Background: an optimization exercise with open tools, aiming at small area, a short achievable clock period and few clock cycles. Do not read the settings as production practice. Only simulation tests tie the RTL to the original design; equivalence was not proved.

<file path="flow/run.sh">
#!/bin/bash
# synth_recipe.tcl (not shown) runs the flow's synth.tcl, then flattens the netlist and writes it again
# the make line also repeats each setting of config.mk as NAME=value (left out here)
make -C /OpenROAD-flow-scripts/flow DESIGN_CONFIG=/design/flow/config.mk WORK_HOME=/design/flow/orfs CLKGATE_MAP_FILE= SYNTH_SCRIPT=/design/flow/synth_recipe.tcl finish
</file>
<file path="flow/config.mk">
export PLATFORM = sky130hd
export DESIGN_NAME = conv_layer
export DESIGN_NICKNAME = conv_layer
export VERILOG_FILES = /design/flow/design.v
export SDC_FILE = /design/flow/constraint.sdc
export NUM_CORES = 4
export LEC_CHECK = 0
export CAP_MARGIN = 20
export CORE_MARGIN = 2
export CORE_UTILIZATION = 40
export SLEW_MARGIN = 20
</file>
<file path="flow/constraint.sdc">
create_clock -name core_clock -period 12.0 [get_ports {clk}]
set_input_delay 2.4000 -clock core_clock [delete_from_list [all_inputs] [get_ports {clk}]]
set_output_delay 2.4000 -clock core_clock [all_outputs]
set_load 0.01 [all_outputs]
</file>
<file path="flow/design.v">
`timescale 1ns / 1ps
module add #(
    parameter total_bits = 16,
    parameter fraction_bits = 12)(
    input [total_bits - 1:0] tem1,
    input [total_bits - 1:0] tem2,
    output [total_bits - 1:0] tem3
    );
    assign tem3 = tem1 + tem2;
endmodule
`timescale 1ns / 1ps
module multiply #(
    parameter total_bits = 16,
    parameter fraction_bits = 12)(
    input [total_bits - 1:0] tem1,
    input [total_bits - 1:0] tem2,
    output [total_bits - 1:0] tem3,
    output [total_bits - 1:0] overflow
    );
	wire [2*total_bits - 1:0] result;	
	wire [total_bits - 1:0] multiplicand, multiplier, tem1_cmp, tem2_cmp;
	wire [total_bits - 2:0] quantized_result,quantized_result_cmp;
	assign overflow = (result[(2*total_bits - 2):(total_bits - 1 + fraction_bits)] > 0) ? 1'b1 : 1'b0;  
	assign tem1_cmp = {~tem1[total_bits - 1], ~tem1[total_bits - 2:0] + 1'b1};  
	assign tem2_cmp = {~tem2[total_bits - 1], ~tem2[total_bits - 2:0] + 1'b1};  
    assign multiplicand = (tem1[total_bits - 1]) ? tem1_cmp : tem1;  
    assign multiplier   = (tem2[total_bits - 1]) ? tem2_cmp : tem2;  
    assign result = multiplicand[total_bits - 2:0] * multiplier[total_bits - 2:0];  
    assign tem3[total_bits - 1] = tem1[total_bits - 1] ^ tem2[total_bits - 1];  
    assign quantized_result = result[total_bits - 2 + fraction_bits:fraction_bits];  
    assign quantized_result_cmp = ~quantized_result[total_bits - 2:0] + 1'b1;   
    assign tem3[total_bits - 2:0] = (tem1[total_bits - 1] ^ tem2[total_bits - 1]) ? quantized_result_cmp : quantized_result;  
endmodule
`timescale 1ns / 1ps
module mac_unit (
    input clk,
    input reset,
    input calculate,
    input [15:0] tem1,
    input [15:0] tem2,
    input [31:0] tem3,
    output reg [31:0] result
    );
    wire [31:0] add_sum;
    wire [31:0] mul_sum;
    multiply #(16,12) M(tem1, tem2, mul_sum);  
    add  #(16,12) A(mul_sum, tem3, add_sum);  
    always@(posedge clk, posedge reset) begin
        if(reset) 
            result <= 0;
        else if(calculate)
            result <= add_sum;        
    end
endmodule
`timescale 1ns / 1ps
module shift_reg #(
    parameter WIDTH = 16,
    parameter SIZE = 7)(
    input clk,
    input ce,
    input rst,
    input [WIDTH - 1:0] d,
    output [WIDTH - 1:0] out
    );
    reg [WIDTH - 1:0] sr [SIZE - 1:0];
    generate
        genvar i;
        for(i = 0; i < SIZE; i = i + 1) begin: STAGE
            if(i == 0) begin: FIRST
                always@(posedge clk, posedge rst) begin
                    if(rst)
                        sr[i] <= 0;
                    else if(ce)
                        sr[i] <= d;
                end
            end
            else begin: NEXT
                always@(posedge clk, posedge rst) begin
                    if(rst)
                        sr[i] <= 0;
                    else if(ce)
                        sr[i] <= sr[i - 1];
                end
            end
        end
    endgenerate
    assign out = sr[SIZE - 1];
endmodule
`timescale 1ns / 1ps
module conv_layer #(
	parameter activation_map = 9'h00a, 
    	parameter kernel = 9'h003, 
   	parameter stride = 1, 
    	parameter total_bits = 16, 
    	parameter fraction_bits = 12)(
    	input clk,
    	input calculate,
    	input reset,
    	input [total_bits - 1:0] activation,
    	input [(kernel * kernel)*16 - 1:0] weight,
    	output[total_bits - 1:0] conv_op,
    	output valid_conv,
    	output end_layer
    	);
	localparam n = activation_map;
	localparam k = kernel;
	localparam s = stride;
	localparam N = total_bits;
	localparam Q = fraction_bits;
	wire ce = calculate;
	wire global_rst = reset;
	wire [(k * k)*16 - 1:0] weight1 = weight;
	wire end_conv;
	assign end_layer = end_conv;
    	reg [31:0] count,count2,count3,row_count;
	reg en1,en2,en3;
	wire [15:0] tmp [k*k+1:0];
	wire [15:0] weight_w [0:k*k-1];
	generate
		genvar l;
		for(l=0;l<k*k;l=l+1) begin: W
        		assign weight_w [l][N-1:0] = weight1[N*l +: N]; 		
		end	
	endgenerate
	assign tmp[0] = 16'h0000;
	generate genvar i;
  		for(i = 0;i<k*k;i=i+1)
  	begin: MAC
		wire [31:0] p_full;
		if((i+1)%k ==0) begin
			if(i==k*k-1) begin: LAST
      				mac_unit mac(      
        			.clk(clk),                        
        			.calculate(ce),                         
        			.reset(global_rst),                
        			.tem1(activation),                  
        			.tem2(weight_w[i]),                    
        			.tem3({16'h0000, tmp[i]}),                      
        			.result(p_full)                      
        			);
        			assign conv_op = p_full[N-1:0];
      			end
      			else begin: ROWEND
      				wire [N-1:0] tmp2;
      				mac_unit mac(                   
        				.clk(clk), 
        				.calculate(ce), 
        				.reset(global_rst), 
        				.tem1(activation), 
        				.tem2(weight_w[i]), 
        				.tem3({16'h0000, tmp[i]}), 
        				.result(p_full) 
        			);
        			assign tmp2 = p_full[N-1:0];
      				shift_reg #(.WIDTH(N),.SIZE(n-k)) SR (
          				.d(tmp2),                
          				.clk(clk),               
          				.ce(ce),                   
          				.rst(global_rst),        
          				.out(tmp[i+1])             
          			);
      			end
    		end
    		else begin: INNER
   			mac_unit mac2(                    
      			.clk(clk), 
      			.calculate(ce),
      			.reset(global_rst),
      			.tem1(activation),
      			.tem2(weight_w[i]),
      			.tem3({16'h0000, tmp[i]}), 
      			.result(p_full)
      			);
      			assign tmp[i+1] = p_full[N-1:0];
    		end 
  	end 
	endgenerate
	always@(posedge clk) begin
		if(global_rst) begin
   			count <=0;                      
    			count2<=0;                      
    			count3<=0;                      
    			row_count <= 0;                 
    			en1<=0;
    			en2<=1;
    			en3<=0;
  		end
		else if(ce) begin
			if(count == (k-1)*n+k-1) begin
      				en1 <= 1'b1;
      				count <= count+1'b1;
    			end
    		else begin 
      			count<= count+1'b1;
    		end
  		end
  		if(en1 && en2) begin
			if(count2 == n-k) begin
      				count2 <= 0;
      				en2 <= 0 ;
      				row_count <= row_count + 1'b1;
    		end
    		else begin
      			count2 <= count2 + 1'b1;
    		end
  	end
  	if(~en2) begin
		if(count3 == k-2) begin
    			count3<=0;
    			en2 <= 1'b1;
  		end
  		else
    			count3 <= count3 + 1'b1;
  	end
  	if((((count2 + 1) % s == 0) && (row_count % s == 0))||(count3 == k-2)&&(row_count % s == 0)||(count == (k-1)*n+k-1)) begin                                                                                                                        
    		en3 <= 1;                                                                                                                             
  	end
  	else 
    		en3 <= 0;
	end
	assign end_conv = (count>= n*n+2) ? 1'b1 : 1'b0;
	assign valid_conv = (en1&&en2&&en3);
endmodule
</file>
==> summary.md <==
| Metric | Value |
|---|---|
| Area Overhead vs Synth | 17.5% |
| Clk slew on worst S/H paths | 60 ps |
| H-Tree Depth | 2 |
| DRC | 0 |
| Min Tclk post-route | 11690 ps |
| Hold Buf Count CTS | 0 |
| Hold path start | MAC[5].genblk1.ROWEND.mac.result[7] |
| Maximum buffer depth of the clock tree | 3 |
| Worst hold path endpoint | MAC[5].genblk1.ROWEND.SR.sr[0][7] |
| Post-synthesis cell count | 9940 |
| GRT overflow | 0 |
| Synthesized cell area | 0.0893 sq mm |
| First-iteration detailed-routing DRC count | 4672 |
| Worst Setup Slack, final | 306 ps |
| Worst r2r src | MAC[6].INNER.mac2.result[0] |
| Area contributors post-synth | fa_1 (33%), ha_1 (11%), dfrtp_1 (10%) |
| Die H | 476 um |
| Largest net degree at the start of global routing | 187 |
| Number of flops mapped to enable cells by yosys | 64 |
| Vias | 71727 |
| Pre-CTS WS | -1060 ps |
| Post-route ant nets | 0 |
| Top_reg_cell synth | dfrtp_1 |
| Gpl congestion | 0.950 |
| Min-delay worst type | flip-flop to flip-flop |
| CP max-delay cell | fa_1 |
| Drt first pass iters | 6 |
| Fin Clk Skew | 65.2 ps |
| Vias per cell | 5.18 |
| Status | complete, no violations |
| WS Path Type | primary input to flip-flop |
| WP data required | 12520 ps |
| Yosys reg bits | 466 |
| Worst Path Max Fanout | 5 |
| Root buffer cell | clkbuf_16 |
| Final Cell Area | 0.105 sq mm |
| Net count after synthesis | 12405 |
| Filler Cell Count | 21111 |
| Max-cap check violation count | 0 |
| DP HPWL | 224 mm |
| Syn avg cell area | 8.98 sq um |
| Worst hold stages | 1 |
| Cell depth of the worst flop-to-flop path | 13 |
| Worst setup EP type | flip-flop |
| Synth top area share | 0.333 |
| Later-pin clock latency in the skew report | 660 ps |
| Final Slew Violations | 0 |
| Core Box Area | 0.222 sq mm |
| Routed wire length | 271 mm |
| Die Footprint | 0.227 sq mm |
| Clk sink count | 466 |
| Sequential cell area | 0.0118 sq mm |
| Worst slew pin tran | 1200 ps |
| # setup viols final | 0 |
| Max-slew headroom | 0.199 |
| CTS Buf Count | 51 |
| Seq/Total Area, Yosys | 0.132 |
| Area of the multi-input gates | 0.0703 sq mm |
| I/O pin count | 181 |
| Final hold violations | 0 |
| CTS tree | yes |
| Cell taking the most area after synthesis | fa_1 |
| Critical path arrival | 12210 ps |
| Die X | 476 um |
| Share of async-settable or async-resettable flops after synthesis | 0.790 |
| First-pass GRT wire length | 432 mm |
| GRT Total Usage | 0.240 |
| Initial Util | 0.402 |
| Delay of the slowest critical-path stage | 580 ps |
| CP startpoint kind | primary input |
| Initial antenna violation count | 3 |
| Nets | 13290 |
| Share of post-route cells with drive strength above 1 | 0.160 |
| Yosys warns | 8 |
| Vias in the first global route | 76049 |
| Placement Cell Area | 0.102 sq mm |
| Critical R2R Capture | MAC[7].INNER.mac2.result[14] |
| DR WL/cell | 19.6 um |
| Buffers on Ports | 180 |
| Reg2Reg Setup Slack | 8660 ps |
| # rows | 173 |
| Distinct cells, synth | 100 |
| Fmax achieved | 85.5 MHz |
| Fin crit share | 0.974 |
[timing repair]
action / in CTS / in global routing
setup endpoints to repair: 33 / 54
gates resized for setup: 34 / 119
pin swaps: 8 / 79
setup buffers: 5 / 36
cloned: 0 / 1
[cell usage after synthesis (all sizes together) (50+ instances only)]
| master | number |
|---|---|
| a21o | 72 |
| a21oi | 246 |
| and2 | 115 |
| clkbuf | 395 |
| dfrtp | 368 |
| edfxtp | 64 |
| fa | 1484 |
| ha | 818 |
| inv | 1732 |
| mux2 | 335 |
| nand2 | 1109 |
| nand2b | 63 |
| nand3 | 83 |
| nor2 | 1233 |
| nor3 | 92 |
| o21ai | 170 |
| o21bai | 50 |
| o31ai | 57 |
| or2 | 79 |
| xnor2 | 457 |
| xor2 | 243 |
[sequential cells by signal, summed over array words and instances, names as in the netlist, 16 cells and up]
name / count
count3: 32
MAC.genblk1.ROWEND.SR.sr: 224
MAC.genblk1.ROWEND.mac.result: 32
MAC.INNER.mac2.result: 96
count2: 32
count: 32
MAC.genblk1.LAST.mac.result: 16
[metrics by stage]
step / instances / hold WS, ps / utilization / setup TNS [ps]
2_1_floorplan: 9940 / 437 / - / 0
3_3_place_gp: 13706 / 479 / 0.460 / -34750
3_5_place_dp: 13706 / 491 / 0.460 / -40810
4_1_cts: 13804 / 429 / 0.468 / 0
5_1_grt: 13841 / 449 / 0.472 / -185
6_report: 13841 / 445 / 0.472 / 0
[worst max-delay path by stage]
| stage | from | endpoint | cells past startpoint |
|---|---|---|---|
| final | activation[3] | MAC[7].INNER.mac2.result[15] | 39 |
| after CTS | activation[6] | MAC[8].genblk1.LAST.mac.result[15] | 44 |
| after detailed placement | activation[6] | MAC[7].INNER.mac2.result[15] | 39 |
| after global routing | activation[3] | MAC[7].INNER.mac2.result[15] | 39 |
| after global placement | activation[6] | MAC[8].genblk1.LAST.mac.result[15] | 44 |
| after floorplan | activation[0] | MAC[4].INNER.mac2.result[15] | 38 |
[cell families after synthesis]
kind of cell / after synthesis / synth area share
AOI/OAI and AO/OA: 902 / 0.0679
xor gates and xnor gates: 701 / 0.0689
adders and majority gates: 2302 / 0.447
buffers and inverters: 2160 / 0.0912
DFF: 466 / 0.132
muxes: 358 / 0.0449
and+or+nand+nor: 3051 / 0.147
[critical path, delay by kind of cell]
family | cells | cell delay (ps)
fa+ha+maj | 8 | 3760
compound gates | 8 | 2120
buf+inv | 12 | 1260
xor+xnor | 2 | 470
simple gates | 9 | 2180
[cell usage in the layout (no fill, tap or decap), types with 16 or more instances in the layout]
cell type	count
a211oi_1	29
a21o_1	72
a21oi_1	213
a21oi_2	32
a31oi_1	21
and2_1	115
and3_1	40
buf_12	62
buf_4	1010
clkbuf_16	54
clkdlybuf4s50_1	171
dfrtp_1	368
dfxtp_1	34
edfxtp_1	64
fa_1	1484
ha_1	811
inv_1	1727
mux2_2	334
mux2i_1	22
nand2_1	1107
nand2b_1	62
nand3_1	82
nand4_1	40
nor2_1	1230
nor2b_1	26
nor3_1	89
nor4_1	43
o211ai_1	16
o21a_1	34
o21ai_0	151
o21bai_1	48
o31a_1	18
o31ai_1	51
o41ai_1	25
or2_2	78
or3_1	47
or4_1	26
xnor2_1	440
xor2_1	228
[per-layer routing]
layer / share of wire / wire (um) / GRT usage / up-vias
met5: 0 / 0 / 0 / -
met4: 0.049 / 13400 / 0.0951 / 0
met3: 0.057 / 15600 / 0.0287 / 427
met2: 0.47 / 129000 / 0.403 / 2145
met1: 0.42 / 114000 / 0.316 / 36333
li1: - / - / - / 32822
[area by class of cell]
| cell class | instances | share of cell area |
|---|---|---|
| Multi-Input combinational cell | 7314 | 0.670 |
| Sequential cell | 466 | 0.113 |
| Timing Repair Buffer | 1259 | 0.102 |
| Inverter | 1733 | 0.0621 |
| Tap cell | 2975 | 0.0355 |
| Clock buffer | 74 | 0.0141 |
| Clock inverter | 19 | 0.00290 |
| Antenna cell | 1 | 0.0000239 |
Testbench counts, summed over its fixed seeds: cycles 8,240.

what the ideal ports hide:
The results above use ideal ports. As a check the final layout listed here was re-extracted and re-timed, cells and wires unchanged. Step 1 (the two cells are an assumption about what drives the block):
set clk [get_ports {clk}]
set_driving_cell -lib_cell sky130_fd_sc_hd__clkbuf_16 $clk
set_driving_cell -lib_cell sky130_fd_sc_hd__buf_2 [delete_from_list [all_inputs] $clk]
Step 2 also shifts input and output timing later by t, the mid clock arrival at the registers, as if the neighbouring blocks saw the same clock. a / b / c = no drivers / after step 1 / after step 2; a / b = the first two.
t (ns): 0.688
slack for setup (ns): 0.306 / 0.350 / -0.338
hold slack, ns: 0.445 / 0.445 / 0.445
worst setup path after step 2: input to register
worst register clock-pin slew, ns: 0.06 / 0.06
With both steps, setup timing fails in this run, where it was met with ideal ports. For this run, drivers alone change the setup slack by +0.044 ns; drivers and shift together by -0.644 ns.
